Source: an optimization exercise on an open RTL-to-GDS flow (aim: small area and a short achievable clock period). Production flows keep margins and buffers that such runs may drop.
No run shown here included a check of the RTL's function; only the layout flow was run.
Power figures rest on the tool's default switching activity, not on a simulated workload.

==> flow/design.v, too long to show whole: its modules and the start of the top module <==
// module work_zyq: 68 lines
// module zq_rca: 15 lines
// module zq_cneg: 14 lines
// module zq_bcd29: 28 lines
// module zq_v4: 166 lines
// module zq_mul15: 691 lines
// module zq_div15: 726 lines
module work_zyq(CLK,rst,keystat,dataout);
  // ...
==> flow/flow/run.sh <==
#!/bin/bash
# Own layout flow: the standard synthesis and layout, except that Yosys maps the
# logic with the area-oriented ABC script in flow/abc.script (no gate upsizing), then
# the standard layout (standard.sh) from floorplan to finish, with buf_2 port buffers.
# Each tool's full output goes to a log file in the work folder.
set -euo pipefail
WORK=$(pwd)
FL=$WORK/flow

# synthesis script: synth_recipe.tcl with ORFS's synth.tcl swapped for a copy whose
# ABC call uses flow/abc.script
sed "s#^source \$::env(SCRIPTS_DIR)/synth_preamble.tcl#source \$::env(SCRIPTS_DIR)/synth_preamble.tcl\nset abc_args [lreplace \$abc_args 1 1 $FL/abc.script]#" \
  "$FLOW_HOME/scripts/synth.tcl" > "$WORK/own_synth.tcl"
grep -q "lreplace \$abc_args 1 1" "$WORK/own_synth.tcl"
sed "s#\$::env(SCRIPTS_DIR)/synth.tcl#$WORK/own_synth.tcl#" "$WORK/synth_recipe.tcl" > "$WORK/own_synth_recipe.tcl"
grep -q "own_synth.tcl" "$WORK/own_synth_recipe.tcl"
sed "s#SYNTH_SCRIPT=[^ ]*#SYNTH_SCRIPT=$WORK/own_synth_recipe.tcl#" "$WORK/standard.sh" > "$WORK/own_synth.sh"
grep -q "own_synth_recipe.tcl" "$WORK/own_synth.sh"

bash "$WORK/own_synth.sh" synth > "$WORK/synth.log" 2>&1
export BUFFER_PORTS_ARGS="-buffer_cell sky130_fd_sc_hd__buf_2"
# repair timing toward a 46.0 ns period (the SDC's 220 ns clock is unchanged)
export SETUP_SLACK_MARGIN=174.0
bash "$WORK/standard.sh" > "$WORK/layout.log" 2>&1
test -f "$WORK/out/final.def"
==> flow/flow/abc.script <==
strash
dch
amap
topo
==> flow/standard.sh <==
#!/bin/bash
# synth_recipe.tcl (not shown) runs the flow's synth.tcl, then flattens the netlist and writes it again
# the make line also repeats each setting of config.mk as NAME=value (left out here)
make -C /OpenROAD-flow-scripts/flow DESIGN_CONFIG=/design/flow/config.mk WORK_HOME=/design/flow/orfs CLKGATE_MAP_FILE= SYNTH_SCRIPT=/design/flow/synth_recipe.tcl "${@:-finish}"
==> flow/config.mk <==
export PLATFORM = sky130hd
export DESIGN_NAME = work_zyq
export DESIGN_NICKNAME = work_zyq
export VERILOG_FILES = /design/flow/design.v
export SDC_FILE = /design/flow/constraint.sdc
export NUM_CORES = 8
export LEC_CHECK = 0
export CAP_MARGIN = 20
export CORE_MARGIN = 2
export CORE_UTILIZATION = 40
export SLEW_MARGIN = 20
==> flow/constraint.sdc <==
create_clock -name core_clock -period 220.0 [get_ports {CLK}]
set_input_delay 44.0000 -clock core_clock [delete_from_list [all_inputs] [get_ports {CLK}]]
set_output_delay 44.0000 -clock core_clock [all_outputs]
set_load 0.01 [all_outputs]
==> impl_metrics.toml, run 1 <==
[cells_and_area]
clk_share = 0.00700
final_area_um2 = 22000
n_all_buffers = 80
clock_buffers = 5
inv_count = 520
fin_nets = 3243
seqCellArea_um2 = 1100

[power]
netSwitchingFraction = 0.561
power_leader = "combinational cells"
p_per_area_nw_per_um2 = 17.2

[detailed_routing]
dr.pass1.iters = 5
drtAntennaViolNets = 0
top_layer = "met4"
detail_route.iter0.violations = 1377
wl_met3_mm = 3.65
met2RoutedLength_mm = 27.6

[synth]
yosysSeqAreaShare = 0.0541
muxShareOfSynthArea = 0
synth_simple_gate_area_share = 0.119
avgSynthCellArea_um2 = 7.81
yosysWarnings = 2
async_flop_share = 0

[hold_path]
worstHoldStart = "dataout[29]"

[placement]
placed_area_um2 = 21700
dpl.hpwl_mm = 46.9

[critical_path]
worst_setup_path_start_kind = "input pin"
crit_buf_inv = 4

[timing]
hold_viol = 0

[global_routing]
antenna_found_initial = 0
grt_pass1_vias = 19400

[run_status]
outcome = "complete, no violations"

[clocking]
clock_path_buffers = 2
hold_buffers = 0
==> module work_zyq, before the edit <==
module work_zyq(CLK,rst,keystat,dataout);
	input CLK;
	input rst;
	input [4:0]keystat;
	output [31:0]dataout;
	reg [31:0]dataout;
	reg [14:0]first;       
	reg [2:0]preop;        
	reg [4:0]prestat;      
	wire [14:0] second;
	zq_v4 uv(.d(dataout[15:0]), .v(second));
	wire subm = preop[0];
	wire [14:0] u;
	wire uco;              
	zq_rca #(15) uas(.a(first), .b(second ^ {15{subm}}), .ci(subm), .s(u), .co(uco));
	wire gt = uco & |u;
	wire [14:0] mag;       
	zq_cneg #(15) uneg(.x(u), .n(~uco), .y(mag));
	wire [15:0] sum = {uco, u};
	wire [28:0] prod;
	zq_mul15 umul(.a(first), .b(second), .p(prod));
	wire [14:0] quo;
	zq_div15 udiv(.n(first), .d(second), .q(quo));
	wire is_add = preop == 3'b110;
	wire is_sub = preop == 3'b111;
	wire is_mul = preop == 3'b100;
	wire is_div = preop == 3'b101;
	wire is_none = ~preop[2];
	wire [28:0] ans = ({29{is_add}} & {13'd0, sum}) |
	                  ({29{is_sub}} & {14'd0, mag}) |
	                  ({29{is_mul}} & prod) |
	                  ({29{is_div}} & {14'd0, quo}) |
	                  ({29{is_none}} & {14'd0, first});
	wire [31:0] bcd;
	zq_bcd29 ubcd(.b(ans), .d(bcd));
	wire neg = is_sub & ~gt;
	wire ge10    = mag >= 15'd10;
	wire ge100   = mag >= 15'd100;
	wire ge1000  = mag >= 15'd1000;
	wire ge10000 = mag >= 15'd10000;
	wire [5:1] sgn;
	assign sgn[1] = neg & ~ge10;
	assign sgn[2] = neg & ge10 & ~ge100;
	assign sgn[3] = neg & ge100 & ~ge1000;
	assign sgn[4] = neg & ge1000 & ~ge10000;
	assign sgn[5] = neg & ge10000;
	wire dz = is_div & ~|second;
	wire [31:0] res = dz ? 32'h00000EDD :
		bcd | {8'd0, {4{sgn[5]}}, {4{sgn[4]}}, {4{sgn[3]}}, {4{sgn[2]}}, {4{sgn[1]}}, 4'd0};
	wire kedge = keystat != prestat;
	wire k_num = ~keystat[4];                         
	wire k_dig = k_num & ~(keystat[3] & (keystat[2] | keystat[1]));
	wire k_op  = k_num & keystat[3] & (keystat[2] ^ keystat[1]);
	wire k_eq  = keystat == 5'h0F;
	wire run = ~rst & kedge;
	wire d_keep  = ~rst & ~(kedge & k_num);
	wire d_shift = run & k_dig;
	wire d_res   = run & k_eq;
	wire f_load  = run & k_op;
	wire f_keep  = ~rst & ~f_load;
	always @(posedge CLK) begin
		dataout <= ({32{d_keep}} & dataout) | ({32{d_shift}} & {dataout[27:0], keystat[3:0]}) |
		           ({32{d_res}} & res);
		first <= ({15{f_keep}} & first) | ({15{f_load}} & second);
		preop <= ({3{f_keep}} & preop) | ({3{f_load}} & {1'b1, keystat[1:0]});
		prestat <= rst ? 5'h10 : keystat;
	end
endmodule
==> run 2, diff against run 1 <==
--- a/flow/design.v
+++ b/flow/design.v
@@ -48,21 +48,16 @@
 	wire [31:0] res = dz ? 32'h00000EDD :
 		bcd | {8'd0, {4{sgn[5]}}, {4{sgn[4]}}, {4{sgn[3]}}, {4{sgn[2]}}, {4{sgn[1]}}, 4'd0};
-	wire kedge = keystat != prestat;
-	wire k_num = ~keystat[4];                         
-	wire k_dig = k_num & ~(keystat[3] & (keystat[2] | keystat[1]));
-	wire k_op  = k_num & keystat[3] & (keystat[2] ^ keystat[1]);
-	wire k_eq  = keystat == 5'h0F;
-	wire run = ~rst & kedge;
-	wire d_keep  = ~rst & ~(kedge & k_num);
-	wire d_shift = run & k_dig;
-	wire d_res   = run & k_eq;
-	wire f_load  = run & k_op;
-	wire f_keep  = ~rst & ~f_load;
+	wire [31:0] d_nx;
+	wire [14:0] f_nx;
+	wire [2:0] p_nx;
+	wire [4:0] k_nx;
+	zq_ctl uctl(.rst(rst), .keystat(keystat), .prestat(prestat), .dataout(dataout), .res(res),
+		.first(first), .second(second), .preop(preop),
+		.d_nx(d_nx), .f_nx(f_nx), .p_nx(p_nx), .k_nx(k_nx));
 	always @(posedge CLK) begin
-		dataout <= ({32{d_keep}} & dataout) | ({32{d_shift}} & {dataout[27:0], keystat[3:0]}) |
-		           ({32{d_res}} & res);
-		first <= ({15{f_keep}} & first) | ({15{f_load}} & second);
-		preop <= ({3{f_keep}} & preop) | ({3{f_load}} & {1'b1, keystat[1:0]});
-		prestat <= rst ? 5'h10 : keystat;
+		dataout <= d_nx;
+		first <= f_nx;
+		preop <= p_nx;
+		prestat <= k_nx;
 	end
 endmodule
@@ -124,4 +119,31 @@
 	assign d = conv(b);
 endmodule
+module zq_ctl(rst, keystat, prestat, dataout, res, first, second, preop, d_nx, f_nx, p_nx, k_nx);
+	input rst;
+	input [4:0] keystat, prestat;
+	input [31:0] dataout, res;
+	input [14:0] first, second;
+	input [2:0] preop;
+	output [31:0] d_nx;
+	output [14:0] f_nx;
+	output [2:0] p_nx;
+	output [4:0] k_nx;
+	wire kedge = keystat != prestat;
+	wire k_num = ~keystat[4];                         
+	wire k_dig = k_num & ~(keystat[3] & (keystat[2] | keystat[1]));
+	wire k_op  = k_num & keystat[3] & (keystat[2] ^ keystat[1]);
+	wire k_eq  = keystat == 5'h0F;
+	wire run = ~rst & kedge;
+	wire d_keep  = ~rst & ~(kedge & k_num);
+	wire d_shift = run & k_dig;
+	wire d_res   = run & k_eq;
+	wire f_load  = run & k_op;
+	wire f_keep  = ~rst & ~f_load;
+	assign d_nx = ({32{d_keep}} & dataout) | ({32{d_shift}} & {dataout[27:0], keystat[3:0]}) |
+	              ({32{d_res}} & res);
+	assign f_nx = ({15{f_keep}} & first) | ({15{f_load}} & second);
+	assign p_nx = ({3{f_keep}} & preop) | ({3{f_load}} & {1'b1, keystat[1:0]});
+	assign k_nx = rst ? 5'h10 : keystat;
+endmodule
 module zq_v4(d, v);
 	input [15:0] d;
==> flow/flow/run.sh (replaced) <==
#!/bin/bash
# Own layout flow: the standard synthesis and layout, except that
#  - Yosys maps the logic with the area-oriented ABC script in flow/abc.script (no gate
#    upsizing), and the next-state logic module zq_ctl (kept apart during mapping, then
#    flattened like the rest) with ORFS's speed script;
#  - port buffers are buf_2 cells;
#  - the resizer's repair_timing aims at slack SETUP_SLACK_MARGIN below (the SDC's clock is
#    unchanged).
# Each tool's full output goes to a log file in the work folder.
set -euo pipefail
WORK=$(pwd)
FL=$WORK/flow
MARGIN=$(cat "$FL/margin.txt")

sed -e "s#^source \$::env(SCRIPTS_DIR)/synth_preamble.tcl#source \$::env(SCRIPTS_DIR)/synth_preamble.tcl\nset abc_fast \$abc_args\nset abc_args [lreplace \$abc_args 1 1 $FL/abc.script]#" \
    -e "s#^  log_cmd abc {\*}\$abc_args\$#  log_cmd abc {*}\$abc_fast zq_ctl\n  log_cmd abc {*}\$abc_args \$::env(DESIGN_NAME)#" \
  "$FLOW_HOME/scripts/synth.tcl" > "$WORK/own_synth.tcl"
grep -q "lreplace \$abc_args 1 1" "$WORK/own_synth.tcl"
grep -q "abc_fast zq_ctl" "$WORK/own_synth.tcl"
sed "s#\$::env(SCRIPTS_DIR)/synth.tcl#$WORK/own_synth.tcl#" "$WORK/synth_recipe.tcl" > "$WORK/own_synth_recipe.tcl"
grep -q "own_synth.tcl" "$WORK/own_synth_recipe.tcl"
sed "s#SYNTH_SCRIPT=[^ ]*#SYNTH_SCRIPT=$WORK/own_synth_recipe.tcl#" "$WORK/standard.sh" > "$WORK/own_synth.sh"
grep -q "own_synth_recipe.tcl" "$WORK/own_synth.sh"

SYNTH_KEEP_MODULES=zq_ctl bash "$WORK/own_synth.sh" synth > "$WORK/synth.log" 2>&1
export BUFFER_PORTS_ARGS="-buffer_cell sky130_fd_sc_hd__buf_2"
export SETUP_SLACK_MARGIN=$MARGIN
bash "$WORK/standard.sh" > "$WORK/layout.log" 2>&1
test -f "$WORK/out/final.def"
==> flow/flow/margin.txt (new file) <==
174.0
==> run 2 against run 1 <==
  * Register-to-register slack worse by 0.14 ns
  * Total power hardly changed
  * Still clean
  * Via count is 7.1% higher
  * Highest routed layer unchanged
  * Largest power group unchanged
  * Critical path type unchanged
==> impl_metrics.toml, run 2 <==
[power]
finalPower_uw = 378
p_per_area_nw_per_um2 = 16.3
ir_drop_mv = 0.0422
p_leak_uw = 0.00829

[detailed_routing]
wirelength_mm = 63.7
avgViaCountPerCell = 5.93
drtAntennaViolNets = 0
vias = 20900
dr.pass1.iters = 5
drc_errors = 0
detail_route.iter0.violations = 1212
avgRoutedWirePerCell_um = 18.1

[clocking]
cts_tree = "yes"
clkLatencyLatePin_ns = 0.31
clk_pin_slew_worst_paths_ns = 0.09
cts_num_sinks = 55
hold_buffers = 0
clock_path_buffers = 2
cts_buffers = 5
htree_levels = 2
root_buffer = "clkbuf_16"

[timing]
grt_setup_unrepaired = "no"
hold_ws_ns = 0.545
relSlewSlack = 0.322
fin_setup_tns_ns = 0
finalCritPeriodShare = 0.208
fin_skew_ns = 0.0160
final_max_slew_viol_count = 0
worstMarginPinSlew_ns = 1.00
setup_viol = 0
finalCriticalPeriod_ns = 45.69
hold_viol = 0
max_freq_mhz = 21.9

[die]
ios = 39
die_y_um = 236
die_width_um = 236
rows = 85
core_area_um2 = 53500
start_util = 0.403
die-area_um2 = 55700

[placement]
place_congestion = 0.926
portBuffers = 38
placed_area_um2 = 22900
dpl.hpwl_mm = 48.8

[critical_path]
worstPathArrival_ns = 45.87
crit_buf_inv = 2
critPathRequiredTime_ns = 220.18
slowest_delay_ns = 0.58
crit_slowest_cell = "nand4_1"
critPathMaxFanout = 48
worst_setup_path_start_kind = "input pin"
worstSetupEndpointType = "register"
path_common_cell = "o211ai_1"
crit_type = "input pin to register"
crit_family = "buffers and inverters"
crit_chain = "buf_2, xnor2_1, nand4_1, buf_4, o211ai_1, o211ai_1"

[cells_and_area]
largest_reg_flops = 32
top_register = "dataout"
area_growth_pct = 7.54
final_area_um2 = 23200
antennaDiodeCount = 0
final_common_cell = "clkinv_1"
final_cell_mix = "502 x clkinv_1, 383 x nor2_1, 276 x fa_1"
largestRegisters = "dataout: 32 flops, first: 15 flops, prestat: 5 flops"
fill_cells = 5404
fin_nets = 3371
layout-drive-gt1-share = 0.0471

[global_routing]
grt_pass1_vias = 20700
grt_pass1_wl_mm = 104
grt_overflow = 0
antenna_found_initial = 0
grtUsageTotal = 0.228
grt_max_degree = 57

[synth]
synth_top_cell_area_share = 0.258
synthTopCellsByCount = "506 x clkinv_1, 388 x nor2_1, 277 x fa_1"
ys_ff_latch = 55
synth-edff-count = 0
synth_cells = 2762
syn-cell-area_um2 = 21500
avgSynthCellArea_um2 = 7.80
synth_most_common_cell = "clkinv_1"
syn-num-nets = 3312
yosysWarnings = 2
yosys.area.top_type = "fa_1"
synth_area_leaders = "fa_1 26%, ha_1 15%, o22a_1 10%"
ys.flop_type = "dfxtp_1"
synth.distinct_cells = 52
yosysSeqAreaShare = 0.0511
async_flop_share = 0

[flow_run]
cap_violations = 0

[run_status]
outcome = "complete, no violations"

[hold_path]
hold_class = "register to register"
-- run 2: timing repair --
item                       4_1_cts  5_1_grt
setup buffers                    0        4
gates resized for setup          1       43
pin swaps                        0        0
setup endpoints to repair        1       32
-- run 2: cell type report --
cell class	instances	area (µm²)	share of cell area
clock buffers	5	125	0.00540
clock inverters	3	28.8	0.00124
inverters	512	1930	0.0835
multi-input cells	2156	18500	0.798
flip-flops and latches	55	1100	0.0476
well taps	696	871	0.0376
repair buffers	91	621	0.0268
-- run 2: final timing paths --
check,startpoint,to,slack (ns),cells past startpoint
max,keystat[0],dataout[9],174.31,6
min,dataout[27],dataout[31],0.55,2
max reg2reg,dataout[13],dataout[0],177.11,164
min reg2reg,dataout[27],dataout[31],0.55,2
-- run 2: metrics by stage --
stage | cells | worst slack, ns | util
3_5_place_dp | 3504 | 173.88 | 0.427
4_1_cts | 3512 | 174.12 | 0.430
2_1_floorplan | 2762 | 174.67 | -
5_1_grt | 3518 | 174.01 | 0.433
6_report | 3518 | 174.31 | 0.433
3_3_place_gp | 3504 | 173.55 | 0.427
-- run 2: where the power goes --
part / total [µW] / switching (µW) / internal, µW
registers: 10.5 / 0.397 / 10.1
logic: 358 / 210 / 148
clock network: 8.78 / 4.41 / 4.37
total: 378 / 215 / 163
-- run 2: tightest hold or removal path: stages (launching register included) --
cell and delay [ns]:
dfxtp_1 0.34, o211ai_1 0.08, o211ai_1 0.08
-- run 2: cell families after synthesis --
group	after synthesis	share of synthesized area
AOI/OAI and AO/OA	939	0.301
xor gates and xnor gates	6	0.00244
adders and majority gates	543	0.412
buffers and inverters	551	0.0966
DFF	55	0.0511
muxes	17	0.00883
and+or+nand+nor	651	0.128
-- run 2: per-module statistics from Yosys, one instance, submodules excluded --
module | flops+latches | times used | cells
work_zyq | 55 | 1 | 2500
zq_ctl | 0 | 1 | 262
-- run 2: per-layer routing --
layer,global-route usage,routed length [µm],vias up,part of all wire
met5,0,0,-,0
met2,0.389,29400,624,0.46
met1,0.294,27700,10100,0.43
met3,0.0398,4600,148,0.072
li1,-,-,9990,-
met4,0.0666,2070,0,0.032

[what the ideal ports hide]
In the flow no input, the clock included, has a driving cell. The finished layouts below were timed again as built, in two steps. Step 1 sets driving cells, clkbuf_16 on the clock port and buf_2 on the other inputs (assumed; they add their load-dependent delay and slew). Step 2 times the ports against the registers' clock, not the clock port: input delays grow and output delays shrink by t, the midpoint of the rising clock arrivals with the driver on. Slacks: no drivers / after step 1 / after step 2; pairs: no drivers / after step 1.
| run | t (ns) | setup WS [ns] | worst setup path after step 2 | slew at the worst register clock pin (ns) |
|---|---|---|---|---|
| run 1 | 0.355 | 174.188 / 174.209 / 173.854 | input to register | 0.08 / 0.08 |
| run 2 | 0.344 | 174.314 / 174.315 / 173.971 | input to register | 0.09 / 0.09 |
After both steps every run listed still meets setup and hold. The setup slack of run 2, which loses most, moves by +0.001 ns with the drivers and by -0.343 ns with both steps.
